Source: an optimization exercise on an open RTL-to-GDS flow (aim: small area, a short achievable clock period and few clock cycles per item). Production flows keep margins and buffers that such runs may drop.
Function was checked by simulation only, so behaviour that the tests miss may differ from the original.

==> design.v <==
module fft_sat #(parameter W = 10) (
    input  wire signed [W-1:0] x,
    output wire signed [8:0]   y
);
wire hi = ~x[W-1] & (|x[W-2:8]);
wire lo =  x[W-1] & ~(&x[W-2:8]);
assign y = hi ? 9'sd255 : lo ? -9'sd256 : x[8:0];
endmodule
module fft_t0 (
    input  wire signed [9:0] x,
    output wire signed [8:0] y
);
wire       g  = x[6] & (|x[5:0]);
wire [9:0] hn = {{7{~x[9]}}, ~x[9:7]};
wire [9:0] z  = x + hn + {9'd0, ~g};
wire hi = ~x[9] & x[8] & (|x[7:0]);             
wire lw =  x[9] & ~x[8] & ~(&x[7:1]);           
assign y = hi ? 9'sd255 : lw ? -9'sd256 : z[8:0];
endmodule
module fft_satneg (
    input  wire signed [9:0] x,
    output wire signed [8:0] y
);
wire [8:0] nx = ~x[8:0] + 9'd1;
wire hi =  x[9] & (~x[8] | ~(|x[7:0]));         
wire lw = ~x[9] & x[8] & (|x[7:0]);              
assign y = hi ? 9'sd255 : lw ? -9'sd256 : nx;
endmodule
module fft_sdf #(parameter D = 1) (
    input  wire              clk,
    input  wire              c,
    input  wire signed [8:0] x_i,
    input  wire signed [8:0] x_q,
    output wire signed [9:0] y_i,
    output wire signed [9:0] y_q
);
reg [19:0] f [0:D-1];
wire signed [9:0] a_i = f[D-1][19:10];
wire signed [9:0] a_q = f[D-1][9:0];
wire signed [8:0] h_i = f[D-1][18:10];
wire signed [8:0] h_q = f[D-1][8:0];
wire signed [9:0] s_i = h_i + x_i;
wire signed [9:0] s_q = h_q + x_q;
wire signed [9:0] d_i = h_i - x_i;
wire signed [9:0] d_q = h_q - x_q;
wire signed [9:0] xe_i = x_i;
wire signed [9:0] xe_q = x_q;
integer k;
always @(posedge clk) begin
    f[0] <= c ? {d_i, d_q} : {xe_i, xe_q};
    for (k = 1; k < D; k = k + 1)
        f[k] <= f[k-1];
end
assign y_i = c ? s_i : a_i;
assign y_q = c ? s_q : a_q;
endmodule
module fft_swap #(parameter L = 1) (
    input  wire        clk,
    input  wire        xc,
    input  wire [17:0] d,
    output wire [17:0] q
);
reg [17:0] m [0:L-1];
integer k;
always @(posedge clk) begin
    m[0] <= xc ? m[L-1] : d;
    for (k = 1; k < L; k = k + 1)
        m[k] <= m[k-1];
end
assign q = xc ? d : m[L-1];
endmodule
module fft_tw04 (
    input  wire              n4,
    input  wire signed [9:0] u,
    input  wire signed [9:0] v,
    output wire signed [8:0] y_i,
    output wire signed [8:0] y_q
);
wire signed [8:0] a_i, a_q, b_i, b_q;
fft_t0 t_i (.x(u), .y(a_i));
fft_t0 t_q (.x(v), .y(a_q));
fft_sat #(.W(10)) s_i (.x(v), .y(b_i));
fft_satneg        s_q (.x(u), .y(b_q));
assign y_i = n4 ? b_i : a_i;
assign y_q = n4 ? b_q : a_q;
endmodule
module fft_csa #(parameter W = 19) (
    input  wire [W-1:0] x,
    input  wire [W-1:0] y,
    input  wire [W-1:0] z,
    output wire [W-1:0] s,
    output wire [W-1:0] c
);
assign s = x ^ y ^ z;
assign c = {(x[W-2:0] & y[W-2:0]) | (x[W-2:0] & z[W-2:0]) | (y[W-2:0] & z[W-2:0]), 1'b0};
endmodule
module fft_mpart #(parameter HAS_F = 1) (
    input  wire               clk,
    input  wire signed [10:0] t,
    input  wire signed [16:0] e,
    input  wire               k0,
    input  wire               k1,
    input  wire               kg,
    input  wire               kf,
    input  wire               ng,
    output reg  signed [8:0]  y
);
wire signed [18:0] te = t;
wire signed [18:0] ee = e;
wire f = HAS_F ? kf : 1'b0;
wire [7:0]  kc = k0 ? (ng ? 8'd192 : 8'd65) :
                 k1 ? (ng ? 8'd192 : 8'd64) :
                 kg ? (ng ? 8'd157 : 8'd66) :
                      (ng ? 8'd183 : 8'd65);
wire [18:0] s1 = (f | kg) ? (te <<< 6) : (te <<< 7);
wire [18:0] s2 = f ? ~(te <<< 4) : kg ? (te <<< 5) : k0 ? ~te : 19'd0;
wire [18:0] s3 = f ? te : kg ? ~(te <<< 2) : 19'd0;
wire [18:0] s4 = f ? ee : kg ? ~te : 19'd0;
wire [18:0] a1, b1, a2, b2, r1, r2;
fft_csa c1 (.x(s1), .y(s2), .z(s3), .s(a1), .c(b1));
fft_csa c2 (.x(a1), .y(b1), .z(s4), .s(a2), .c(b2));
fft_csa c3 (.x(a2), .y(b2), .z({11'd0, kc}), .s(r1), .c(r2));
wire [4:0]  lo = {1'b0, r1[3:0]} + {1'b0, r2[3:0]};
wire [2:0]  gg = r1[6:4] & r2[6:4];
wire [2:0]  pp = r1[6:4] | r2[6:4];
reg  [10:0] h1_r, h2_r;
reg         glo_r, ghi_r, phi_r;
always @(posedge clk) begin
    h1_r  <= r1[17:7];
    h2_r  <= r2[17:7];
    glo_r <= lo[4];
    ghi_r <= gg[2] | (pp[2] & gg[1]) | (pp[2] & pp[1] & gg[0]);
    phi_r <= &pp;
end
wire        lc = ghi_r | (phi_r & glo_r);
wire [10:0] ph = h1_r + h2_r + {10'd0, lc};
wire signed [8:0] ys;
fft_sat #(.W(11)) s (.x(ph), .y(ys));
always @(posedge clk) y <= ys;
endmodule
module fft_tw2 (
    input  wire              clk,
    input  wire signed [9:0] u,
    input  wire signed [9:0] v,
    input  wire        [1:0] sel,      
    input  wire              ngq,
    input  wire        [1:0] k,        
    output wire signed [8:0] y_i,
    output wire signed [8:0] y_q
);
wire signed [10:0] s = u + v;
wire signed [10:0] d = v - u;
reg  signed [10:0] wi, wq;
always @(*) begin
    case (sel)
        2'd0:    begin wi = u; wq = v; end
        2'd1:    begin wi = v; wq = u; end
        2'd2:    begin wi = s; wq = d; end
        default: begin wi = d; wq = s; end
    endcase
end
reg signed [10:0] wi_r, wq_r;
reg               k0_r, k1_r, kg_r, ng_r;
always @(posedge clk) begin
    wi_r <= wi;
    wq_r <= ngq ? ~wq : wq;
    k0_r <= (k == 2'd0);
    k1_r <= (k == 2'd1);
    kg_r <= k[1];
    ng_r <= ngq;
end
fft_mpart #(.HAS_F(0)) m_i (.clk(clk), .t(wi_r), .e(17'sd0), .k0(k0_r), .k1(k1_r), .kg(kg_r), .kf(1'b0),
                            .ng(1'b0), .y(y_i));
fft_mpart #(.HAS_F(0)) m_q (.clk(clk), .t(wq_r), .e(17'sd0), .k0(k0_r), .k1(k1_r), .kg(kg_r), .kf(1'b0),
                            .ng(ng_r), .y(y_q));
endmodule
module fft_tw3 (
    input  wire              clk,
    input  wire signed [9:0] ai,
    input  wire signed [9:0] aq,
    input  wire              gen,      
    input  wire              sgi,      
    input  wire              ngi,
    input  wire              ngq,
    input  wire        [1:0] k,        
    output wire signed [8:0] y_i,
    output wire signed [8:0] y_q
);
wire signed [9:0]  bi = gen ? aq : 10'sd0;
wire signed [9:0]  bq = gen ? ai : 10'sd0;
wire signed [10:0] ti = sgi ? ai - bi : ai + bi;
wire signed [10:0] tq = sgi ? aq + bq : aq - bq;
wire signed [9:0]  ani = ngi ? ~ai : ai;
wire signed [9:0]  anq = ngq ? ~aq : aq;
wire signed [16:0] ei = (ani <<< 6) + (ani <<< 2) + ani;
wire signed [16:0] eq = (anq <<< 6) + (anq <<< 2) + anq;
reg signed [10:0] ti_r, tq_r;
reg signed [16:0] ei_r, eq_r;
reg               k0_r, k1_r, kg_r, kf_r, ngi_r, ngq_r;
always @(posedge clk) begin
    ti_r  <= ngi ? ~ti : ti;
    tq_r  <= ngq ? ~tq : tq;
    ei_r  <= ei;
    eq_r  <= eq;
    k0_r  <= (k == 2'd0);
    k1_r  <= (k == 2'd1);
    kg_r  <= (k == 2'd2);
    kf_r  <= (k == 2'd3);
    ngi_r <= ngi;
    ngq_r <= ngq;
end
fft_mpart m_i (.clk(clk), .t(ti_r), .e(ei_r), .k0(k0_r), .k1(k1_r), .kg(kg_r), .kf(kf_r), .ng(ngi_r), .y(y_i));
fft_mpart m_q (.clk(clk), .t(tq_r), .e(eq_r), .k0(k0_r), .k1(k1_r), .kg(kg_r), .kf(kf_r), .ng(ngq_r), .y(y_q));
endmodule
module fft16 (
    input  wire              clk,
    input  wire              rst_n,
    input  wire              start,
    input  wire signed [8:0] din_i,
    input  wire signed [8:0] din_q,
    output wire              ready,
    output wire              dout_valid,
    output wire signed [8:0] dout_i,
    output wire signed [8:0] dout_q
);
localparam OFF_M1 = 1;             
localparam OFF_W1 = 3;             
localparam OFF_S2 = 10;            
localparam OFF_M2 = 12;            
localparam OFF_W2 = 16;            
localparam OFF_S3 = 18;            
localparam OFF_M3 = 20;            
localparam OFF_S4 = 24;            
localparam OFF_Y4 = 27;            
localparam Q  = OFF_Y4 / 16;
localparam SM = OFF_Y4 % 16;
reg  [3:0] cnt;
reg        ready_r;
reg        dv_r;
reg  [Q+1:0] hist;                 
wire       acc    = start & (cnt == 4'd15);    
wire [3:0] cnt_n  = cnt + 4'd1;
wire [Q+1:0] hist_n = (cnt == 4'd15) ? {hist[Q:0], acc} : hist;
wire       dv_n   = (cnt_n >= SM) ? hist_n[Q] : hist_n[Q+1];
always @(posedge clk or negedge rst_n) begin
    if (!rst_n) begin
        cnt     <= 4'd0;
        hist    <= {(Q+2){1'b0}};
    end else begin
        cnt     <= cnt_n;
        hist    <= hist_n;
    end
end
always @(posedge clk) begin
    ready_r <= rst_n & (cnt == 4'd14);
    dv_r    <= rst_n & dv_n;
end
assign ready      = ready_r;
assign dout_valid = dv_r;
wire [3:0] nw1 = cnt_n - OFF_W1;
wire [3:0] ns2 = cnt_n - OFF_S2;
wire [3:0] nw2 = cnt_n - OFF_W2;
wire [3:0] ns3 = cnt_n - OFF_S3;
wire [3:0] ns4 = cnt_n - OFF_S4;
wire [3:0] m1  = cnt - OFF_M1;     
wire [3:0] m2  = cnt - OFF_M2;
wire [3:0] m3  = cnt - OFF_M3;
reg c1, xc1, c2, xc2, c3, c4;
always @(posedge clk) begin
    c1  <= cnt_n[0];
    xc1 <= nw1[3] & ~nw1[0];
    c2  <= ns2[1];
    xc2 <= nw2[2] & ~nw2[1];
    c3  <= ns3[1];
    c4  <= ns4[0];
end
reg signed [8:0] x0_i, x0_q;
always @(posedge clk) begin
    x0_i <= din_i;
    x0_q <= din_q;
end
wire signed [9:0] b1_i, b1_q;
fft_sdf #(.D(1)) u_s1 (.clk(clk), .c(c1), .x_i(x0_i), .x_q(x0_q), .y_i(b1_i), .y_q(b1_q));
reg signed [9:0] o1_i, o1_q;
reg              o1_n4;
always @(posedge clk) begin
    o1_i  <= b1_i;
    o1_q  <= b1_q;
    o1_n4 <= m1[0] & m1[1];
end
wire signed [8:0] y1_i_c, y1_q_c;
fft_tw04 u_tw1 (.n4(o1_n4), .u(o1_i), .v(o1_q), .y_i(y1_i_c), .y_q(y1_q_c));
reg signed [8:0] y1_i, y1_q;
always @(posedge clk) begin
    y1_i <= y1_i_c;
    y1_q <= y1_q_c;
end
wire [17:0] w1;
fft_swap #(.L(7)) u_w1 (.clk(clk), .xc(xc1), .d({y1_i, y1_q}), .q(w1));
wire signed [9:0] b2_i, b2_q;
fft_sdf #(.D(2)) u_s2 (.clk(clk), .c(c2), .x_i(w1[17:9]), .x_q(w1[8:0]), .y_i(b2_i), .y_q(b2_q));
wire       p2_2 = m2[2], p2_1 = m2[1], p2_0 = m2[3];
reg signed [9:0] o2_i, o2_q;
reg        [1:0] o2_sel, o2_k;
reg              o2_ngq;
always @(posedge clk) begin
    o2_i   <= b2_i;
    o2_q   <= b2_q;
    o2_sel <= p2_2 ? {p2_0, p2_1} : 2'd0;
    o2_ngq <= p2_2 & p2_1;
    o2_k   <= p2_2 ? (p2_0 ? 2'd2 : {1'b0, p2_1}) : 2'd0;
end
wire signed [8:0] y2_i, y2_q;
fft_tw2 u_tw2 (.clk(clk), .u(o2_i), .v(o2_q), .sel(o2_sel), .ngq(o2_ngq), .k(o2_k), .y_i(y2_i), .y_q(y2_q));
wire [17:0] w2;
fft_swap #(.L(2)) u_w2 (.clk(clk), .xc(xc2), .d({y2_i, y2_q}), .q(w2));
wire signed [9:0] b3_i, b3_q;
fft_sdf #(.D(2)) u_s3 (.clk(clk), .c(c3), .x_i(w2[17:9]), .x_q(w2[8:0]), .y_i(b3_i), .y_q(b3_q));
wire [2:0] n3  = m3[0] ? {m3[1], m3[2], m3[3]} : 3'd0;
wire       k3  = (n3[1:0] == 2'd3);
wire       g3  = (n3[1:0] != 2'd0);
wire       sw3 = n3[2] ^ k3;             
reg signed [9:0] o3_i, o3_q;
reg              o3_gen, o3_sgi, o3_ngi, o3_ngq;
reg        [1:0] o3_k;
always @(posedge clk) begin
    o3_i   <= sw3 ? b3_q : b3_i;
    o3_q   <= sw3 ? b3_i : b3_q;
    o3_gen <= g3;
    o3_sgi <= n3[2];
    o3_ngi <= n3[2] & k3;
    o3_ngq <= n3[2] | k3;
    o3_k   <= g3 ? {1'b1, n3[0]} : {1'b0, n3[2]};
end
wire signed [8:0] y3_i, y3_q;
fft_tw3 u_tw3 (.clk(clk), .ai(o3_i), .aq(o3_q), .gen(o3_gen), .sgi(o3_sgi),
               .ngi(o3_ngi), .ngq(o3_ngq), .k(o3_k), .y_i(y3_i), .y_q(y3_q));
wire signed [9:0] b4_i, b4_q;
fft_sdf #(.D(1)) u_s4 (.clk(clk), .c(c4), .x_i(y3_i), .x_q(y3_q), .y_i(b4_i), .y_q(b4_q));
reg signed [9:0] o4_i, o4_q;
always @(posedge clk) begin
    o4_i <= b4_i;
    o4_q <= b4_q;
end
wire signed [8:0] y4_i_c, y4_q_c;
fft_t0 u_t4i (.x(o4_i), .y(y4_i_c));
fft_t0 u_t4q (.x(o4_q), .y(y4_q_c));
reg signed [8:0] y4_i, y4_q;
always @(posedge clk) begin
    y4_i <= y4_i_c;
    y4_q <= y4_q_c;
end
assign dout_i = y4_i;
assign dout_q = y4_q;
endmodule
==> flow/run.sh <==
#!/bin/bash
# The standard layout (the standard.sh: unchanged synthesis and steps),
# with the port buffers made of sky130_fd_sc_hd__buf_2 cells instead of the
# delay-buffer cells buffer_ports picks by default, and timing repair asked
# to leave a setup margin of 6.9 ns (the clock period stays 10 ns).
export BUFFER_PORTS_ARGS="-buffer_cell sky130_fd_sc_hd__buf_2"
export SETUP_SLACK_MARGIN=6.9
bash standard.sh > standard.log 2>&1
==> standard.sh <==
#!/bin/bash
# synth_recipe.tcl (not shown) runs the flow's synth.tcl, then flattens the netlist and writes it again
# the make line also repeats each setting of config.mk as NAME=value (left out here)
make -C /OpenROAD-flow-scripts/flow DESIGN_CONFIG=/design/flow/config.mk WORK_HOME=/design/flow/orfs CLKGATE_MAP_FILE= SYNTH_SCRIPT=/design/flow/synth_recipe.tcl "${@:-finish}"
==> config.mk <==
export PLATFORM = sky130hd
export DESIGN_NAME = fft16
export DESIGN_NICKNAME = fft16
export VERILOG_FILES = /design/flow/design.v
export SDC_FILE = /design/flow/constraint.sdc
export NUM_CORES = 4
export LEC_CHECK = 0
export CAP_MARGIN = 20
export CORE_MARGIN = 2
export CORE_UTILIZATION = 75
export CTS_BUF_LIST = sky130_fd_sc_hd__clkbuf_16
export CTS_CLUSTER_DIAMETER = 100
export CTS_CLUSTER_SIZE = 30
export PLACE_DENSITY = 0.85
export SLEW_MARGIN = 20
==> constraint.sdc <==
create_clock -name core_clock -period 10.0 [get_ports {clk}]
set_input_delay 2.0000 -clock core_clock [delete_from_list [all_inputs] [get_ports {clk}]]
set_output_delay 2.0000 -clock core_clock [all_outputs]
set_load 0.01 [all_outputs]
==> results of run 1 <==
timing repair:
action	CTS	global route
setup buffers	6	11
gates resized for setup	61	94
hold buffers	0	0
gates cloned	5	8
endpoints found under the setup margin	123	42
pin swaps	1	27
hold endpoints to repair	0	0
per-stage QoR:
step           cell area [um2]  setup WS (ps)
6_report                 40300           6880
3_5_place_dp             38600           5750
3_3_place_gp             38600           5830
2_1_floorplan            38100           6900
4_1_cts                  39800           6860
5_1_grt                  40300           6800
worst min path at each step:
stage | slack [ps] | startpoint | endpoint
2_1_floorplan | 310 | u_s2.f[0][0] | u_s2.f[1][0]
3_3_place_gp | 310 | u_w2.m[0][15] | u_w2.m[1][15]
3_5_place_dp | 310 | u_s3.f[0][6] | u_s3.f[1][6]
4_1_cts | 320 | u_w1.m[1][8] | u_w1.m[2][8]
5_1_grt | 330 | u_w1.m[5][6] | u_w1.m[6][6]
6_report | 320 | u_w1.m[1][8] | u_w1.m[2][8]
metal layers:
metal	routed length (um)	share of wire, %	vias to the layer above
met1	34400	44	13300
met3	3740	4.8	210
li1	-	-	13800
met5	14	0.018	-
met4	2410	3.1	2
met2	38200	48	798
final cells by class:
class                      count  area (um2)
sequential                   663       13400
timing repair buffer          79         803
tap                          672         841
clock buffer                  28         701
fill                        3164        9720
multi-input combinational   2879       22800
clock inverter                13         160
inverter                     437        1650
kinds of logic after synthesis:
| kind of cell | after synthesis | share of synthesized area (%) |
|---|---|---|
| fa+ha+maj | 545 | 21.0 |
| simple gates | 931 | 11.6 |
| buf+inv | 587 | 5.84 |
| mux | 152 | 4.64 |
| flops | 663 | 35.0 |
| xor+xnor | 285 | 6.57 |
| other cells | 2 | 0.0198 |
| compound gates | 957 | 15.4 |
cells in the final DEF, fill, tap and decap left out, drive strengths merged, types with 16 or more instances in the layout:
master / instances
fa: 154
ha: 388
nand2: 214
o21bai: 41
dfxtp: 656
buf: 70
nand4: 17
xor2: 102
a211oi: 25
a21oi: 341
xnor2: 183
o21ai: 259
a31oi: 32
clkbuf: 34
nand2b: 64
and2: 40
nor3: 52
or3: 49
o21a: 36
mux2: 83
nor2: 334
mux2i: 58
o211ai: 16
nand3: 42
a21o: 47
o31ai: 25
inv: 444
nor2b: 62
registers in the layout, summed over array words and instances (netlist names), 11 cells and up:
signal	cells
u_s1.f	20
u_s2.f	40
u_s3.f	40
u_s4.f	20
u_tw2.m_i.h1_r	11
u_tw2.m_i.h2_r	11
u_tw2.m_q.h1_r	11
u_tw2.m_q.h2_r	11
u_tw2.wi_r	11
u_tw2.wq_r	11
u_tw3.ei_r	17
u_tw3.eq_r	17
u_tw3.m_i.h1_r	11
u_tw3.m_i.h2_r	11
u_tw3.m_q.h1_r	11
u_tw3.m_q.h2_r	11
u_tw3.ti_r	11
u_tw3.tq_r	11
u_w1.m	126
u_w2.m	36
==> report_table.html, run 1 <==
<table>
<tr><th>Metric</th><th>Value</th></tr>
<tr><th colspan="2">Setup path</th></tr>
<tr><td>R2R Path End</td><td>u_tw3.m_q.h1_r[8]</td></tr>
<tr><td>Number of cells on the worst reg-to-reg path</td><td>10</td></tr>
<tr><td>Count of buffering cells on the critical path with inverters included</td><td>1</td></tr>
<tr><td>Chain of cells forming the critical path</td><td>buf_6</td></tr>
<tr><td>Largest fanout on the critical path</td><td>1</td></tr>
<tr><td>Critical path depth in cells</td><td>1</td></tr>
<tr><td>Cell family with the largest share of critical-path delay</td><td>flip-flops</td></tr>
<tr><td>Type of the worst setup path</td><td>flip-flop to output port</td></tr>
<tr><td>R2r startpoint</td><td>u_tw3.kg_r</td></tr>
<tr><td>Biggest cell delay along the critical path</td><td>between 300 and 400 ps</td></tr>
<tr><td>Critical Path Start</td><td>ready_r</td></tr>
<tr><td>Endpoint type of the worst setup path</td><td>output port</td></tr>
<tr><td>Type of origin of the critical path</td><td>flip-flop</td></tr>
<tr><td>Worst path slowest cell</td><td>dfxtp_4</td></tr>
<tr><td>Worst Path Required</td><td>approximately 8000 ps</td></tr>
<tr><td>Crit path capture</td><td>ready</td></tr>
<tr><td>Worst-case register-to-register setup slack</td><td>approximately 6900 ps</td></tr>
<tr><td>Worst endpoint data arrival time</td><td>roughly 1100 ps</td></tr>
<tr><th colspan="2">Global route</th></tr>
<tr><td>Initial antenna violation count</td><td>1</td></tr>
<tr><td>GR met2 Demand/Resource</td><td>between 50% and 60%</td></tr>
<tr><td>Residual overflow from global routing</td><td>0</td></tr>
<tr><td>Gr usage total</td><td>between 20 and 30%</td></tr>
<tr><td>Most congested layer reported by global routing</td><td>met2</td></tr>
<tr><td>Largest net degree at the start of global routing</td><td>approximately 80</td></tr>
<tr><td>Global Route met3 Usage</td><td>under 10%</td></tr>
<tr><td>Vias in the first global route</td><td>between 20000 and 30000</td></tr>
<tr><td>Wire length of the first global-routing pass</td><td>between 100000 and 150000 um</td></tr>
<tr><td>Global-route track usage on met1</td><td>38.1%</td></tr>
<tr><th colspan="2">STA</th></tr>
<tr><td>Final setup violating endpoints</td><td>0</td></tr>
<tr><td>Clock period minus final worst setup slack</td><td>about 3100 ps</td></tr>
<tr><td>Post-Route Skew</td><td>about 38 ps</td></tr>
<tr><td>Max-slew headroom</td><td>about two fifths</td></tr>
<tr><td>Worst slew pin tran</td><td>911 ps</td></tr>
<tr><td>Post-route fraction of the period consumed by the critical path</td><td>a little under a third</td></tr>
<tr><td>Fin Setup TNS</td><td>0 ps</td></tr>
<tr><td>Final Hold Violating Endpoints</td><td>0</td></tr>
<tr><td>Tightest hold margin</td><td>~320 ps</td></tr>
<tr><td>Number of max-slew violations in the final report</td><td>0</td></tr>
<tr><td>Max Fclk</td><td>around 0.32 GHz</td></tr>
<tr><td>Unrepaired setup endpoints after global routing</td><td>true</td></tr>
<tr><th colspan="2">Cells and area</th></tr>
<tr><td>Core occupancy in the finished layout</td><td>around four fifths</td></tr>
<tr><td>Final Net Count</td><td>4651</td></tr>
<tr><td>Share of layout cells above drive strength 1</td><td>under 10%</td></tr>
<tr><td>ANT cells</td><td>0</td></tr>
<tr><td>Layout Cells excl Fill</td><td>~4800</td></tr>
<tr><td>Layout overhead on the synthesized area</td><td>6.14%</td></tr>
<tr><th colspan="2">Floorplan</th></tr>
<tr><td>Effective utilization at floorplan</td><td>about 76%</td></tr>
<tr><td>DIE WIDTH</td><td>roughly 230 um</td></tr>
<tr><td>I/O Pins</td><td>41</td></tr>
<tr><td>Die Ht</td><td>between 200 and 250 um</td></tr>
<tr><td>Core Rows</td><td>82</td></tr>
<tr><td>Die area</td><td>52500 um2</td></tr>
<tr><td>Core Footprint</td><td>50100 um2</td></tr>
<tr><th colspan="2">Logic synthesis</th></tr>
<tr><td>Proportion of netlist area held by the largest area contributor</td><td>34.5%</td></tr>
<tr><td>Most common flop cell mapped by yosys</td><td>dfxtp_1</td></tr>
<tr><td>Dominant cell by count in the synthesized netlist</td><td>dfxtp_1</td></tr>
<tr><td>Number of different library cells in the post-synthesis netlist</td><td>78</td></tr>
<tr><td>Commonest cells in the netlist</td><td>dfxtp_1 (656), inv_1 (437), ha_1 (388)</td></tr>
<tr><td>Syn Std Cell Area</td><td>between 30000 and 40000 um2</td></tr>
<tr><td>Main area contributors after synthesis</td><td>dfxtp_1 (35%), ha_1 (13%), fa_1 (8.1%)</td></tr>
<tr><td>Synth async-reset ratio</td><td>around 1.1%</td></tr>
<tr><td>Number of instances in the synthesized netlist</td><td>between 4000 and 5000</td></tr>
<tr><td>Synthesis Warnings</td><td>13</td></tr>
<tr><td>Sequential fraction of the synthesis area</td><td>between 30% and 40%</td></tr>
<tr><td>Cell type with the largest total area after synthesis</td><td>dfxtp_1</td></tr>
<tr><td>Number of synthesized flops with an enable pin</td><td>0</td></tr>
<tr><td>Avg Synthesized Cell Area</td><td>9.22 um2</td></tr>
<tr><td>Flip-flop and latch count after synthesis</td><td>663</td></tr>
<tr><th colspan="2">Detailed routing</th></tr>
<tr><td>Initial DRT Pass Iterations</td><td>6</td></tr>
<tr><td>Antenna Violating Nets Remaining</td><td>0</td></tr>
<tr><td>DR DRC count</td><td>0</td></tr>
<tr><td>Via count</td><td>roughly 28000</td></tr>
<tr><td>Total wirelength of the detailed-routed design</td><td>78700 um</td></tr>
<tr><td>Via/cell ratio</td><td>roughly 5.9</td></tr>
<tr><td>Detailed Route Iter0 Violations</td><td>around 2100</td></tr>
<tr><td>Detail-routed net length per standard cell</td><td>between 15 and 20 um</td></tr>
<tr><th colspan="2">Job</th></tr>
<tr><td>Number of violations of the max-capacitance limit</td><td>0</td></tr>
<tr><th colspan="2">Outcome</th></tr>
<tr><td>Run status</td><td>no timing/DRC/antenna violations</td></tr>
<tr><th colspan="2">CTS</th></tr>
<tr><td>Count of H-tree levels built during CTS</td><td>1</td></tr>
<tr><td>CTS Root Cell</td><td>clkbuf_16</td></tr>
<tr><td>Clock buffer depth</td><td>3</td></tr>
<tr><td>Clock latency on the worst-skew pair</td><td>around 640 ps</td></tr>
<tr><td>Clock transition at path regs</td><td>approximately 110 ps</td></tr>
<tr><td>TritonCTS buffer count</td><td>28</td></tr>
<tr><td>TritonCTS clock tree</td><td>built</td></tr>
<tr><td>Count of clock tree sinks</td><td>roughly 660</td></tr>
<tr><th colspan="2">Hold path</th></tr>
<tr><td>Cell depth of the worst hold path</td><td>0</td></tr>
<tr><td>Worst hold path type</td><td>flip-flop to flip-flop</td></tr>
<tr><th colspan="2">Placement</th></tr>
<tr><td>Number of I/O port buffers</td><td>40</td></tr>
<tr><td>Routability cong.</td><td>0.892</td></tr>
<tr><td>DP HPWL</td><td>approximately 56000 um</td></tr>
<tr><td>Number of placed cells counting well taps</td><td>4700</td></tr>
</table>
Testbench counts, summed over its fixed seeds: cycles 6,368, frames 384.
==> run 2, diff against run 1 <==
--- a/design.v
+++ b/design.v
@@ -110,10 +110,10 @@
 wire f = HAS_F ? kf : 1'b0;
 wire [7:0]  kc = k0 ? (ng ? 8'd192 : 8'd65) :
                  k1 ? (ng ? 8'd192 : 8'd64) :
-                 kg ? (ng ? 8'd157 : 8'd66) :
+                 kg ? (ng ? 8'd158 : 8'd67) :
                       (ng ? 8'd183 : 8'd65);
-wire [18:0] s1 = (f | kg) ? (te <<< 6) : (te <<< 7);
-wire [18:0] s2 = f ? ~(te <<< 4) : kg ? (te <<< 5) : k0 ? ~te : 19'd0;
+wire [18:0] s1 = f ? (te <<< 6) : (te <<< 7);
+wire [18:0] s2 = f ? ~(te <<< 4) : kg ? ~(te <<< 5) : k0 ? ~te : 19'd0;
 wire [18:0] s3 = f ? te : kg ? ~(te <<< 2) : 19'd0;
 wire [18:0] s4 = f ? ee : kg ? ~te : 19'd0;
 wire [18:0] a1, b1, a2, b2, r1, r2;
--- a/config.mk
+++ b/config.mk
@@ -7,9 +7,9 @@
 export LEC_CHECK = 0
 export CAP_MARGIN = 20
 export CORE_MARGIN = 2
-export CORE_UTILIZATION = 75
+export CORE_UTILIZATION = 70
 export CTS_BUF_LIST = sky130_fd_sc_hd__clkbuf_16
 export CTS_CLUSTER_DIAMETER = 100
 export CTS_CLUSTER_SIZE = 30
-export PLACE_DENSITY = 0.85
+export PLACE_DENSITY = 0.8
 export SLEW_MARGIN = 20
==> run 2 against run 1 <==
Still clean. Clock skew rose by 10 ps. Register-to-register slack got worse by 80 ps. Worst hold slack got worse by 26 ps. Area after synthesis fell by 1.9%. Global-route usage fell by 2.8 points. Critical path depth rose by 12. First-iteration DRC count fell by 10%.
==> report_table.html, run 2 <==
<table>
<tr><th>Metric</th><th>Value</th></tr>
<tr><th colspan="2">CTS</th></tr>
<tr><td>CTS Root Cell</td><td>clkbuf_16</td></tr>
<tr><td>Count of clock tree sinks</td><td>~660</td></tr>
<tr><td>Clock transition at path regs</td><td>~110 ps</td></tr>
<tr><td>TritonCTS buffer count</td><td>28</td></tr>
<tr><td>Clock buffer depth</td><td>3</td></tr>
<tr><td>Count of H-tree levels built during CTS</td><td>1</td></tr>
<tr><td>TritonCTS clock tree</td><td>built</td></tr>
<tr><td>Clock latency on the worst-skew pair</td><td>approximately 650 ps</td></tr>
<tr><th colspan="2">Setup path</th></tr>
<tr><td>Worst path slowest cell</td><td>fa_1</td></tr>
<tr><td>Count of buffering cells on the critical path with inverters included</td><td>3</td></tr>
<tr><td>R2R Path End</td><td>u_tw3.m_i.ghi_r</td></tr>
<tr><td>R2r startpoint</td><td>u_tw3.kg_r</td></tr>
<tr><td>Worst-case register-to-register setup slack</td><td>6840 ps</td></tr>
<tr><td>Endpoint type of the worst setup path</td><td>flip-flop</td></tr>
<tr><td>Type of origin of the critical path</td><td>flip-flop</td></tr>
<tr><td>Cell family with the largest share of critical-path delay</td><td>adder cells</td></tr>
<tr><td>Biggest cell delay along the critical path</td><td>~530 ps</td></tr>
<tr><td>Largest fanout on the critical path</td><td>7</td></tr>
<tr><td>Chain of cells forming the critical path</td><td>buf_12, nand2b_4, nor2_1, nor3_1, a21oi_1, ha_1, inv_1, fa_1, inv_1, fa_1, maj3_1, a21oi_1, nor2_1</td></tr>
<tr><td>Type of the worst setup path</td><td>flip-flop to flip-flop</td></tr>
<tr><td>Worst endpoint data arrival time</td><td>~3700 ps</td></tr>
<tr><td>Worst Path Required</td><td>about 11000 ps</td></tr>
<tr><td>Number of cells on the worst reg-to-reg path</td><td>13</td></tr>
<tr><td>Critical Path Start</td><td>u_tw3.kg_r</td></tr>
<tr><td>Critical path depth in cells</td><td>13</td></tr>
<tr><th colspan="2">Cells and area</th></tr>
<tr><td>Core occupancy in the finished layout</td><td>approximately 75%</td></tr>
<tr><td>Largest registers</td><td>u_w1.m x126, u_s2.f x40, u_s3.f x40</td></tr>
<tr><td>Share of layout cells above drive strength 1</td><td>under 10%</td></tr>
<tr><td>Final Net Count</td><td>4545</td></tr>
<tr><td>Largest reg by FF count</td><td>u_w1.m</td></tr>
<tr><td>Leading cell type in the layout, fill and taps excluded</td><td>dfxtp_1</td></tr>
<tr><td>Leading cell types in the layout, fill and taps excluded</td><td>dfxtp_1 (621), inv_1 (413), ha_1 (371), a21oi_1 (317), nor2_1 (309)</td></tr>
<tr><td>Layout overhead on the synthesized area</td><td>6.35%</td></tr>
<tr><td>Final instance area</td><td>about 40000 um2</td></tr>
<tr><td>Max reg flops</td><td>~130</td></tr>
<tr><th colspan="2">STA</th></tr>
<tr><td>Clock period minus final worst setup slack</td><td>3160 ps</td></tr>
<tr><td>Post-route fraction of the period consumed by the critical path</td><td>a little under a third</td></tr>
<tr><td>Worst slew pin tran</td><td>924 ps</td></tr>
<tr><td>Final Hold Violating Endpoints</td><td>0</td></tr>
<tr><td>Unrepaired setup endpoints after global routing</td><td>true</td></tr>
<tr><td>Max-slew headroom</td><td>a little under two fifths</td></tr>
<tr><td>Post-Route Skew</td><td>roughly 48 ps</td></tr>
<tr><td>Fin Setup TNS</td><td>0 ps</td></tr>
<tr><td>Max Fclk</td><td>0.316 GHz</td></tr>
<tr><td>Number of max-slew violations in the final report</td><td>0</td></tr>
<tr><td>Final setup violating endpoints</td><td>0</td></tr>
<tr><th colspan="2">Logic synthesis</th></tr>
<tr><td>Avg Synthesized Cell Area</td><td>between 9 and 10 um2</td></tr>
<tr><td>Dominant cell by count in the synthesized netlist</td><td>dfxtp_1</td></tr>
<tr><td>Proportion of netlist area held by the largest area contributor</td><td>approximately a third</td></tr>
<tr><td>Main area contributors after synthesis</td><td>dfxtp_1 (35%), ha_1 (13%), fa_1 (8.2%)</td></tr>
<tr><td>Flip-flop and latch count after synthesis</td><td>around 660</td></tr>
<tr><td>Synth async-reset ratio</td><td>1.06%</td></tr>
<tr><td>Synthesis Warnings</td><td>13</td></tr>
<tr><td>Number of synthesized flops with an enable pin</td><td>0</td></tr>
<tr><td>Most common flop cell mapped by yosys</td><td>dfxtp_1</td></tr>
<tr><td>Number of different library cells in the post-synthesis netlist</td><td>82</td></tr>
<tr><td>Number of instances in the synthesized netlist</td><td>4016</td></tr>
<tr><td>Cell type with the largest total area after synthesis</td><td>dfxtp_1</td></tr>
<tr><td>Syn Std Cell Area</td><td>37300 um2</td></tr>
<tr><td>Commonest cells in the netlist</td><td>dfxtp_1 (656), inv_1 (412), ha_1 (374)</td></tr>
<tr><td>Sequential fraction of the synthesis area</td><td>between 30% and 40%</td></tr>
<tr><th colspan="2">Floorplan</th></tr>
<tr><td>Effective utilization at floorplan</td><td>70.8%</td></tr>
<tr><td>Core Footprint</td><td>roughly 53000 um2</td></tr>
<tr><td>I/O Pins</td><td>between 40 and 50</td></tr>
<tr><td>Die area</td><td>between 50000 and 60000 um2</td></tr>
<tr><td>DIE WIDTH</td><td>~230 um</td></tr>
<tr><td>Core Rows</td><td>84</td></tr>
<tr><td>Die Ht</td><td>235 um</td></tr>
<tr><th colspan="2">Global route</th></tr>
<tr><td>Wire length of the first global-routing pass</td><td>between 100000 and 150000 um</td></tr>
<tr><td>Gr usage total</td><td>26.1%</td></tr>
<tr><td>Largest net degree at the start of global routing</td><td>just over 80</td></tr>
<tr><td>Vias in the first global route</td><td>between 20000 and 30000</td></tr>
<tr><td>Initial antenna violation count</td><td>1</td></tr>
<tr><td>Residual overflow from global routing</td><td>0</td></tr>
<tr><th colspan="2">Placement</th></tr>
<tr><td>Number of I/O port buffers</td><td>40</td></tr>
<tr><td>Routability cong.</td><td>about 0.89</td></tr>
<tr><td>DP HPWL</td><td>about 55000 um</td></tr>
<tr><td>Post-Place Cell Area</td><td>roughly 38000 um2</td></tr>
<tr><th colspan="2">Detailed routing</th></tr>
<tr><td>Detailed Route Iter0 Violations</td><td>1894</td></tr>
<tr><td>Antenna Violating Nets Remaining</td><td>0</td></tr>
<tr><td>Via/cell ratio</td><td>roughly 5.8</td></tr>
<tr><td>Via count</td><td>around 27000</td></tr>
<tr><td>Total wirelength of the detailed-routed design</td><td>~75000 um</td></tr>
<tr><td>DR DRC count</td><td>0</td></tr>
<tr><td>Initial DRT Pass Iterations</td><td>5</td></tr>
<tr><td>Detail-routed net length per standard cell</td><td>15.9 um</td></tr>
<tr><th colspan="2">Hold path</th></tr>
<tr><td>Startpoint of the worst hold path</td><td>u_w1.m[2][7]</td></tr>
<tr><td>Cell depth of the worst hold path</td><td>0</td></tr>
<tr><td>WHS Endpoint</td><td>u_w1.m[3][7]</td></tr>
<tr><td>Worst hold path type</td><td>flip-flop to flip-flop</td></tr>
<tr><th colspan="2">Job</th></tr>
<tr><td>Number of violations of the max-capacitance limit</td><td>0</td></tr>
<tr><th colspan="2">Outcome</th></tr>
<tr><td>Run status</td><td>no timing/DRC/antenna violations</td></tr>
</table>
[run 2: cell count changes after synthesis, moves of 14 or more]
cell      delta
and2_1      -19
nand2b_1    +19
nor2_1      -22
inv_1       -25
ha_1        -14
mux2_2      -15
clkbuf_1    -17
[run 2: worst max path at each step]
stage                      endpoint  slack, ps
CTS                 u_tw3.m_i.ghi_r       6850
finish              u_tw3.m_i.ghi_r       6840
floorplan            u_tw3.ei_r[15]       6910
detailed placement  u_tw3.m_i.ghi_r       6100
global route        u_tw3.m_i.ghi_r       6680
global placement    u_tw3.m_q.ghi_r       6210
[run 2: logic make-up after synthesis]
logic type,synth area share [%]
and+or+nand+nor,11.8
buffers and inverters,5.71
DFF,35.7
AOI/OAI and AO/OA,15.2
muxes,4.16
adders and majority gates,20.8
xor gates and xnor gates,6.74
other,0.0101
[run 2: cell type report]
cell class              instances  area, um2
multi-input cells            2801      22100
flip-flops and latches        663      13400
well taps                     688        861
clock inverters                14        230
diodes                          1       2.50
clock buffers                  28        701
fillers                      3728      13000
repair buffers                 88        847
inverters                     416       1570
[run 2: routing by layer]
metal	wire length, um	GRT usage [%]	part of all wire [%]
met5	0	0	0
met4	1830	6.04	2.4
met3	3410	2.49	4.6
met2	36100	45.3	48
met1	33600	35.2	45
[run 2: metrics by stage]
step,hold slack (ps),instances,worst slack (ps)
after global placement,310,4616,6210
final,289,4699,6840
after floorplan,310,4017,6910
after detailed placement,312,4616,6100
after global routing,289,4698,6680
after CTS,294,4665,6850
[run 2: repair_timing]
item	CTS	global route
setup endpoints to repair	82	62
hold buffers	0	0
pin swaps	0	13
setup buffers	3	26
gates cloned	4	7
gates resized for setup	46	88
Testbench counts of run 2, summed over its fixed seeds: cycles 6,368, frames 384.
==> run 3, diff against run 2 <==
--- a/config.mk
+++ b/config.mk
@@ -5,11 +5,12 @@
 export SDC_FILE = /design/flow/constraint.sdc
 export NUM_CORES = 4
 export LEC_CHECK = 0
+export ABC_CLOCK_PERIOD_IN_PS = 3000
 export CAP_MARGIN = 20
 export CORE_MARGIN = 2
-export CORE_UTILIZATION = 70
+export CORE_UTILIZATION = 65
 export CTS_BUF_LIST = sky130_fd_sc_hd__clkbuf_16
 export CTS_CLUSTER_DIAMETER = 100
 export CTS_CLUSTER_SIZE = 30
-export PLACE_DENSITY = 0.8
+export PLACE_DENSITY = 0.75
 export SLEW_MARGIN = 20
==> run 3 against run 2 <==
Via count shrank 1.8%. Maximum frequency grew 1.3%. Cell area shrank 0.25%. Worst setup slack gained 40 ps. Count of clock-buffer cells in the layout shrank 1. Utilization shrank 5.4 points. Non-clock buffer count shrank 4. Critical path depth shrank 12. Flip-flop and latch count is the same. Cell count grew 1.4%. Clock skew shrank 26 ps. Worst hold slack gained 33 ps. Largest cell class unchanged.
==> report_table.html, run 3 <==
<table>
<tr><th>Metric</th><th>Value</th></tr>
<tr><th colspan="2">Global route</th></tr>
<tr><td>Vias in the first global route</td><td>25400</td></tr>
<tr><td>Gr usage total</td><td>about a quarter</td></tr>
<tr><td>Largest net degree at the start of global routing</td><td>91</td></tr>
<tr><td>Initial antenna violation count</td><td>0</td></tr>
<tr><td>Wire length of the first global-routing pass</td><td>121000 um</td></tr>
<tr><td>Residual overflow from global routing</td><td>0</td></tr>
<tr><th colspan="2">Setup path</th></tr>
<tr><td>Biggest cell delay along the critical path</td><td>roughly 380 ps</td></tr>
<tr><td>Type of origin of the critical path</td><td>flip-flop</td></tr>
<tr><td>Worst path slowest cell</td><td>dfxtp_4</td></tr>
<tr><td>Chain of cells forming the critical path</td><td>buf_6</td></tr>
<tr><td>Count of buffering cells on the critical path with inverters included</td><td>1</td></tr>
<tr><td>Type of the worst setup path</td><td>flip-flop to output port</td></tr>
<tr><td>Largest fanout on the critical path</td><td>1</td></tr>
<tr><td>Cell family with the largest share of critical-path delay</td><td>flip-flops</td></tr>
<tr><td>Endpoint type of the worst setup path</td><td>output port</td></tr>
<tr><td>Worst Path Required</td><td>8000 ps</td></tr>
<tr><td>Worst endpoint data arrival time</td><td>about 1100 ps</td></tr>
<tr><th colspan="2">STA</th></tr>
<tr><td>Final setup violating endpoints</td><td>0</td></tr>
<tr><td>Number of max-slew violations in the final report</td><td>0</td></tr>
<tr><td>Clock period minus final worst setup slack</td><td>~3100 ps</td></tr>
<tr><td>Final Hold Violating Endpoints</td><td>0</td></tr>
<tr><td>Max Fclk</td><td>approximately 0.32 GHz</td></tr>
<tr><td>Post-Route Skew</td><td>between 20 and 25 ps</td></tr>
<tr><td>Worst slew pin tran</td><td>around 990 ps</td></tr>
<tr><td>Unrepaired setup endpoints after global routing</td><td>true</td></tr>
<tr><td>Post-route fraction of the period consumed by the critical path</td><td>a little under a third</td></tr>
<tr><td>Fin Setup TNS</td><td>0 ps</td></tr>
<tr><td>Max-slew headroom</td><td>33.7%</td></tr>
<tr><th colspan="2">Placement</th></tr>
<tr><td>Number of I/O port buffers</td><td>40</td></tr>
<tr><td>Number of placed cells counting well taps</td><td>about 4700</td></tr>
<tr><td>DP HPWL</td><td>53900 um</td></tr>
<tr><td>Routability cong.</td><td>0.883</td></tr>
<tr><td>Post-Place Cell Area</td><td>38000 um2</td></tr>
<tr><th colspan="2">Logic synthesis</th></tr>
<tr><td>Commonest cells in the netlist</td><td>dfxtp_1 (656), inv_1 (412), ha_1 (374)</td></tr>
<tr><td>Dominant combinational cell family by area after synthesis</td><td>adder cells</td></tr>
<tr><td>Syn Std Cell Area</td><td>between 30000 and 40000 um2</td></tr>
<tr><td>XOR/XNOR Fraction of Synth Area</td><td>6.74%</td></tr>
<tr><td>Proportion of netlist area held by the largest area contributor</td><td>35.2%</td></tr>
<tr><td>Area share of and/or/nand/nor cells after synthesis</td><td>a little under an eighth</td></tr>
<tr><td>Mux share of post-synthesis cell area</td><td>about 4.2%</td></tr>
<tr><td>Synthesis Warnings</td><td>13</td></tr>
<tr><td>Dominant cell by count in the synthesized netlist</td><td>dfxtp_1</td></tr>
<tr><td>Cell type with the largest total area after synthesis</td><td>dfxtp_1</td></tr>
<tr><td>Main area contributors after synthesis</td><td>dfxtp_1 (35%), ha_1 (13%), fa_1 (8.2%)</td></tr>
<tr><td>Avg Synthesized Cell Area</td><td>just over 9 um2</td></tr>
<tr><td>Most common flop cell mapped by yosys</td><td>dfxtp_1</td></tr>
<tr><td>Synth Area in Compound Gates</td><td>between 10% and 20%</td></tr>
<tr><td>Sequential fraction of the synthesis area</td><td>35.7%</td></tr>
<tr><td>Number of synthesized flops with an enable pin</td><td>0</td></tr>
<tr><td>Number of instances in the synthesized netlist</td><td>between 4000 and 5000</td></tr>
<tr><td>Post-synthesis adder-cell area fraction</td><td>between 20% and 30%</td></tr>
<tr><td>Synth async-reset ratio</td><td>~1.1%</td></tr>
<tr><td>Flip-flop and latch count after synthesis</td><td>663</td></tr>
<tr><td>Number of different library cells in the post-synthesis netlist</td><td>just over 80</td></tr>
<tr><th colspan="2">Detailed routing</th></tr>
<tr><td>DR top layer</td><td>met4</td></tr>
<tr><td>Detail-routed net length per standard cell</td><td>around 15 um</td></tr>
<tr><td>Initial DRT Pass Iterations</td><td>6</td></tr>
<tr><td>Antenna Violating Nets Remaining</td><td>0</td></tr>
<tr><td>Routed met3 length</td><td>around 2600 um</td></tr>
<tr><td>DR DRC count</td><td>0</td></tr>
<tr><td>Via count</td><td>approximately 27000</td></tr>
<tr><td>Total wirelength of the detailed-routed design</td><td>about 73000 um</td></tr>
<tr><td>Routed length on met2</td><td>roughly 35000 um</td></tr>
<tr><td>Detailed Route Iter0 Violations</td><td>about 1600</td></tr>
<tr><td>Via/cell ratio</td><td>~5.6</td></tr>
<tr><td>Met1 layer wirelength in the final routing</td><td>~35000 um</td></tr>
<tr><th colspan="2">CTS</th></tr>
<tr><td>TritonCTS clock tree</td><td>built</td></tr>
<tr><td>TritonCTS buffer count</td><td>27</td></tr>
<tr><td>Clock buffer depth</td><td>3</td></tr>
<tr><td>CTS Root Cell</td><td>clkbuf_16</td></tr>
<tr><td>Count of clock tree sinks</td><td>663</td></tr>
<tr><td>Count of H-tree levels built during CTS</td><td>1</td></tr>
<tr><td>Clock transition at path regs</td><td>roughly 110 ps</td></tr>
<tr><td>Clock latency on the worst-skew pair</td><td>620 ps</td></tr>
<tr><th colspan="2">Cells and area</th></tr>
<tr><td>Layout Cells excl Fill</td><td>4763</td></tr>
<tr><td>Max reg flops</td><td>about 130</td></tr>
<tr><td>Leading cell types in the layout, fill and taps excluded</td><td>dfxtp_1 (617), inv_1 (414), ha_1 (372), a21oi_1 (316), nor2_1 (311)</td></tr>
<tr><td>Leading cell type in the layout, fill and taps excluded</td><td>dfxtp_1</td></tr>
<tr><td>Largest registers</td><td>u_w1.m x126, u_s2.f x40, u_s3.f x40</td></tr>
<tr><td>Number of fillers in the final layout</td><td>around 4500</td></tr>
<tr><td>Area of all sequential standard cells</td><td>~13000 um2</td></tr>
<tr><td>Final instance area</td><td>39600 um2</td></tr>
<tr><td>Total area of multi-input combinational cells</td><td>~22000 um2</td></tr>
<tr><td>Final Net Count</td><td>4541</td></tr>
<tr><td>ANT cells</td><td>0</td></tr>
<tr><td>Share of layout cells above drive strength 1</td><td>under 10%</td></tr>
<tr><td>Largest reg by FF count</td><td>u_w1.m</td></tr>
<tr><td>Core occupancy in the finished layout</td><td>between 60 and 70%</td></tr>
<tr><td>Layout overhead on the synthesized area</td><td>6.08%</td></tr>
<tr><th colspan="2">Outcome</th></tr>
<tr><td>Run status</td><td>no timing/DRC/antenna violations</td></tr>
<tr><th colspan="2">Floorplan</th></tr>
<tr><td>Core Rows</td><td>87</td></tr>
<tr><td>Die Ht</td><td>between 200 and 250 um</td></tr>
<tr><td>Effective utilization at floorplan</td><td>about two thirds</td></tr>
<tr><td>I/O Pins</td><td>41</td></tr>
<tr><td>Core Footprint</td><td>between 50000 and 60000 um2</td></tr>
<tr><td>DIE WIDTH</td><td>between 200 and 250 um</td></tr>
<tr><td>Die area</td><td>59300 um2</td></tr>
<tr><th colspan="2">Job</th></tr>
<tr><td>Number of violations of the max-capacitance limit</td><td>0</td></tr>
<tr><th colspan="2">Hold path</th></tr>
<tr><td>Worst hold path type</td><td>flip-flop to flip-flop</td></tr>
</table>
==> run 3: cell counts after synthesis <==
No cell type changed its count.
==> run 3: layout make-up <==
class / count / area share [%]
timing repair buffer: 84 / 1.92
tap: 756 / 2.39
clock buffer: 27 / 1.71
inverter: 416 / 3.97
multi-input combinational: 2802 / 55.8
sequential: 663 / 33.8
clock inverter: 15 / 0.329
==> run 3: per-layer routing <==
metal / track usage, % / vias up
li1: - / 13500
met1: 33.1 / 12500
met2: 41.5 / 480
met3: 2.00 / 104
met4: 5.06 / 0
met5: 0 / -
==> run 3: logic make-up after synthesis <==
logic type | after synthesis
simple gates | 922
fa+ha+maj | 528
buf+inv | 556
flops | 663
other cells | 1
xor+xnor | 287
compound gates | 930
mux | 129
==> run 3: timing repair <==
| item | 4_1_cts | 5_1_grt |
|---|---|---|
| pin swaps | 1 | 18 |
| buffers inserted | 3 | 25 |
| setup endpoints to repair | 85 | 77 |
| hold buffers | 0 | 0 |
| gates resized for setup | 42 | 101 |
| gates cloned | 3 | 7 |
==> run 3: through the flow <==
stage                     hold slack (ps)  setup slack, ps
after floorplan                       310             6910
after global placement                310             6190
after detailed placement              312             6160
after CTS                             319             6850
after global routing                  319             6830
final                                 323             6880
==> run 3: worst paths after layout <==
kind	depth (start not counted)	to	slack, ps	startpoint
worst max-delay path	1	ready	6880	ready_r
worst min-delay path	0	u_w2.m[1][4]	320	u_w2.m[0][4]
worst max register to register	13	u_tw3.m_i.ghi_r	6990	u_tw3.kg_r
worst min register to register	0	u_w2.m[1][4]	320	u_w2.m[0][4]
max in group asynchronous	1	hist[2]	8530	rst_n
min in group asynchronous	1	cnt[1]	1240	rst_n
==> run 4, diff against run 3 <==
--- a/config.mk
+++ b/config.mk
@@ -5,7 +5,6 @@
 export SDC_FILE = /design/flow/constraint.sdc
 export NUM_CORES = 4
 export LEC_CHECK = 0
-export ABC_CLOCK_PERIOD_IN_PS = 3000
 export CAP_MARGIN = 20
 export CORE_MARGIN = 2
 export CORE_UTILIZATION = 65
==> run 4 against run 3 <==
Wire length stayed put. Utilization did not move. Critical path type unchanged. First-iteration DRC count unchanged. Clock skew unchanged. Area after synthesis stayed put.
==> report_table.html, run 4 <==
<table>
<tr><th>Metric</th><th>Value</th></tr>
<tr><th colspan="2">Outcome</th></tr>
<tr><td>Run status</td><td>no timing/DRC/antenna violations</td></tr>
<tr><th colspan="2">Setup path</th></tr>
<tr><td>Type of origin of the critical path</td><td>flip-flop</td></tr>
<tr><td>Cell family with the largest share of critical-path delay</td><td>flip-flops</td></tr>
<tr><td>Endpoint type of the worst setup path</td><td>output port</td></tr>
<tr><td>Worst path slowest cell</td><td>dfxtp_4</td></tr>
<tr><td>Worst-case register-to-register setup slack</td><td>6990 ps</td></tr>
<tr><td>Worst Path Required</td><td>around 8000 ps</td></tr>
<tr><td>Count of buffering cells on the critical path with inverters included</td><td>1</td></tr>
<tr><td>Biggest cell delay along the critical path</td><td>around 380 ps</td></tr>
<tr><td>Chain of cells forming the critical path</td><td>buf_6</td></tr>
<tr><td>Type of the worst setup path</td><td>flip-flop to output port</td></tr>
<tr><td>Largest fanout on the critical path</td><td>1</td></tr>
<tr><td>Worst endpoint data arrival time</td><td>roughly 1100 ps</td></tr>
<tr><th colspan="2">Logic synthesis</th></tr>
<tr><td>Main area contributors after synthesis</td><td>dfxtp_1 (35%), ha_1 (13%), fa_1 (8.2%)</td></tr>
<tr><td>Number of different library cells in the post-synthesis netlist</td><td>between 80 and 90</td></tr>
<tr><td>Synth async-reset ratio</td><td>between 1 and 1.5%</td></tr>
<tr><td>Most common flop cell mapped by yosys</td><td>dfxtp_1</td></tr>
<tr><td>Number of synthesized flops with an enable pin</td><td>0</td></tr>
<tr><td>Number of instances in the synthesized netlist</td><td>about 4000</td></tr>
<tr><td>Commonest cells in the netlist</td><td>dfxtp_1 (656), inv_1 (412), ha_1 (374)</td></tr>
<tr><td>Sequential fraction of the synthesis area</td><td>35.7%</td></tr>
<tr><td>Avg Synthesized Cell Area</td><td>9.29 um2</td></tr>
<tr><td>Syn Std Cell Area</td><td>37300 um2</td></tr>
<tr><td>Flip-flop and latch count after synthesis</td><td>663</td></tr>
<tr><td>Dominant cell by count in the synthesized netlist</td><td>dfxtp_1</td></tr>
<tr><td>Cell type with the largest total area after synthesis</td><td>dfxtp_1</td></tr>
<tr><td>Proportion of netlist area held by the largest area contributor</td><td>between 30% and 40%</td></tr>
<tr><td>Synthesis Warnings</td><td>13</td></tr>
<tr><th colspan="2">Hold path</th></tr>
<tr><td>Worst hold path type</td><td>flip-flop to flip-flop</td></tr>
<tr><th colspan="2">CTS</th></tr>
<tr><td>TritonCTS clock tree</td><td>built</td></tr>
<tr><td>CTS Root Cell</td><td>clkbuf_16</td></tr>
<tr><td>Clock buffer depth</td><td>3</td></tr>
<tr><td>Count of clock tree sinks</td><td>roughly 660</td></tr>
<tr><td>Count of H-tree levels built during CTS</td><td>1</td></tr>
<tr><td>Clock transition at path regs</td><td>110 ps</td></tr>
<tr><td>Clock latency on the worst-skew pair</td><td>roughly 620 ps</td></tr>
<tr><td>Number of hold buffers added after cts</td><td>0</td></tr>
<tr><td>TritonCTS buffer count</td><td>27</td></tr>
<tr><th colspan="2">Global route</th></tr>
<tr><td>Wire length of the first global-routing pass</td><td>121000 um</td></tr>
<tr><td>Initial antenna violation count</td><td>0</td></tr>
<tr><td>Vias in the first global route</td><td>25400</td></tr>
<tr><td>Residual overflow from global routing</td><td>0</td></tr>
<tr><td>Largest net degree at the start of global routing</td><td>91</td></tr>
<tr><td>Gr usage total</td><td>roughly a quarter</td></tr>
<tr><th colspan="2">Cells and area</th></tr>
<tr><td>ANT cells</td><td>0</td></tr>
<tr><td>Leading cell types in the layout, fill and taps excluded</td><td>dfxtp_1 (617), inv_1 (414), ha_1 (372), a21oi_1 (316), nor2_1 (311)</td></tr>
<tr><td>Core occupancy in the finished layout</td><td>69.9%</td></tr>
<tr><td>Max reg flops</td><td>126</td></tr>
<tr><td>Number of fillers in the final layout</td><td>4472</td></tr>
<tr><td>Largest registers</td><td>u_w1.m x126, u_s2.f x40, u_s3.f x40</td></tr>
<tr><td>Share of layout cells above drive strength 1</td><td>8.36%</td></tr>
<tr><td>Leading cell type in the layout, fill and taps excluded</td><td>dfxtp_1</td></tr>
<tr><td>Layout overhead on the synthesized area</td><td>6.08%</td></tr>
<tr><td>Final Net Count</td><td>roughly 4500</td></tr>
<tr><td>Largest reg by FF count</td><td>u_w1.m</td></tr>
<tr><td>Final instance area</td><td>between 30000 and 40000 um2</td></tr>
<tr><th colspan="2">Job</th></tr>
<tr><td>Number of violations of the max-capacitance limit</td><td>0</td></tr>
<tr><th colspan="2">Detailed routing</th></tr>
<tr><td>Detailed Route Iter0 Violations</td><td>around 1600</td></tr>
<tr><td>DR top layer</td><td>met4</td></tr>
<tr><td>Detail-routed net length per standard cell</td><td>15.4 um</td></tr>
<tr><td>Routed met3 length</td><td>roughly 2600 um</td></tr>
<tr><td>Via/cell ratio</td><td>~5.6</td></tr>
<tr><td>Met1 layer wirelength in the final routing</td><td>around 35000 um</td></tr>
<tr><td>Total wirelength of the detailed-routed design</td><td>between 70000 and 80000 um</td></tr>
<tr><td>Antenna Violating Nets Remaining</td><td>0</td></tr>
<tr><td>Via count</td><td>roughly 27000</td></tr>
<tr><td>Initial DRT Pass Iterations</td><td>6</td></tr>
<tr><td>Routed length on met2</td><td>~35000 um</td></tr>
<tr><td>DR DRC count</td><td>0</td></tr>
<tr><th colspan="2">STA</th></tr>
<tr><td>Final setup violating endpoints</td><td>0</td></tr>
<tr><td>Final Hold Violating Endpoints</td><td>0</td></tr>
<tr><td>Number of max-slew violations in the final report</td><td>0</td></tr>
<tr><td>Clock period minus final worst setup slack</td><td>3120 ps</td></tr>
<tr><td>Worst slew pin tran</td><td>986 ps</td></tr>
<tr><td>Post-route fraction of the period consumed by the critical path</td><td>31.2%</td></tr>
<tr><td>PnR worst setup slack</td><td>about 6900 ps</td></tr>
<tr><td>Unrepaired setup endpoints after global routing</td><td>true</td></tr>
<tr><td>Max Fclk</td><td>around 0.32 GHz</td></tr>
<tr><td>Post-Route Skew</td><td>22.2 ps</td></tr>
<tr><td>Tightest hold margin</td><td>323 ps</td></tr>
<tr><td>Max-slew headroom</td><td>about a third</td></tr>
<tr><td>Fin Setup TNS</td><td>0 ps</td></tr>
<tr><th colspan="2">Floorplan</th></tr>
<tr><td>Die Ht</td><td>~240 um</td></tr>
<tr><td>Core Footprint</td><td>~57000 um2</td></tr>
<tr><td>Die area</td><td>between 50000 and 60000 um2</td></tr>
<tr><td>DIE WIDTH</td><td>~240 um</td></tr>
<tr><td>Core Rows</td><td>between 80 and 90</td></tr>
<tr><td>I/O Pins</td><td>41</td></tr>
<tr><td>Effective utilization at floorplan</td><td>roughly 66%</td></tr>
<tr><th colspan="2">Placement</th></tr>
<tr><td>Post-Place Setup Slack</td><td>roughly 6200 ps</td></tr>
<tr><td>Post-Place Cell Area</td><td>approximately 38000 um2</td></tr>
<tr><td>DP HPWL</td><td>between 50000 and 60000 um</td></tr>
<tr><td>Number of I/O port buffers</td><td>40</td></tr>
<tr><td>Routability cong.</td><td>0.883</td></tr>
</table>
-- run 4: cell counts after synthesis --
Identical to the previous run, type by type.
-- run 4: path summary, 6_finish.rpt --
check	from	endpoint	cells past startpoint
max reg2reg	u_tw3.kg_r	u_tw3.m_i.ghi_r	13
max	ready_r	ready	1
min in group asynchronous	rst_n	cnt[1]	1
min	u_w2.m[0][4]	u_w2.m[1][4]	0
max in group asynchronous	rst_n	hist[2]	1
min reg2reg	u_w2.m[0][4]	u_w2.m[1][4]	0
-- run 4: metrics by stage --
step           cells
2_1_floorplan   4017
3_3_place_gp    4683
3_5_place_dp    4683
4_1_cts         4731
5_1_grt         4763
6_report        4763
-- run 4: final cells by class --
| type | count | area [um2] | share of cell area, % |
|---|---|---|---|
| Clock inverter | 15 | 130 | 0.329 |
| Timing Repair Buffer | 84 | 759 | 1.92 |
| Clock buffer | 27 | 676 | 1.71 |
| Tap cell | 756 | 946 | 2.39 |
| Sequential cell | 663 | 13400 | 33.8 |
| Inverter | 416 | 1570 | 3.97 |
| Multi-Input combinational cell | 2802 | 22100 | 55.8 |
-- run 4: kinds of logic (layout without fill, tap and decap cells) --
family / after synthesis / in the layout / share of synthesized area (%)
compound gates: 930 / 930 / 15.2
xor+xnor: 287 / 287 / 6.74
fa+ha+maj: 528 / 528 / 20.8
buf+inv: 556 / 542 / 5.71
flops: 663 / 663 / 35.7
mux: 129 / 129 / 4.16
other cells: 1 / 2 / 0.0101
simple gates: 922 / 926 / 11.8
-- run 4: routing by layer --
metal  track usage (%)  up-vias
li1                  -    13500
met1              33.1    12500
met2              41.5      480
met3              2.00      104
met4              5.06        0
met5                 0        -
-- run 4: what timing repair did --
action | in CTS | in global routing
setup endpoints to repair | 85 | 77
gates resized for setup | 42 | 101
setup buffers | 3 | 25
gates cloned | 3 | 7
pin swaps | 1 | 18

re-timing with driven ports:
How much do the figures lean on ideal ports? The routed layouts below were timed once more, with nothing changed but the port constraints. Step 1 assumes that a clkbuf_16 drives the clock port and a buf_2 every other input. Step 2 times the ports against the registers' clock, not the clock port: input delays grow and output delays shrink by t, the midpoint of the rising clock arrivals with the driver on. Slacks: no drivers / after step 1 / after step 2; pairs: no drivers / after step 1.
run | t (ns) | setup WS [ns] | worst setup path at the end | cell pins on the clock port's net
run 1 | 0.681 | 6.882 / 6.822 / 6.917 | register to register | 1
run 2 | 0.678 | 6.840 / 6.830 / 6.840 | register to register | 1
run 3 | 0.670 | 6.880 / 6.816 / 6.986 | register to register | 1
run 4 | 0.670 | 6.880 / 6.816 / 6.986 | register to register | 1
After both steps setup and hold are still met in every run listed.
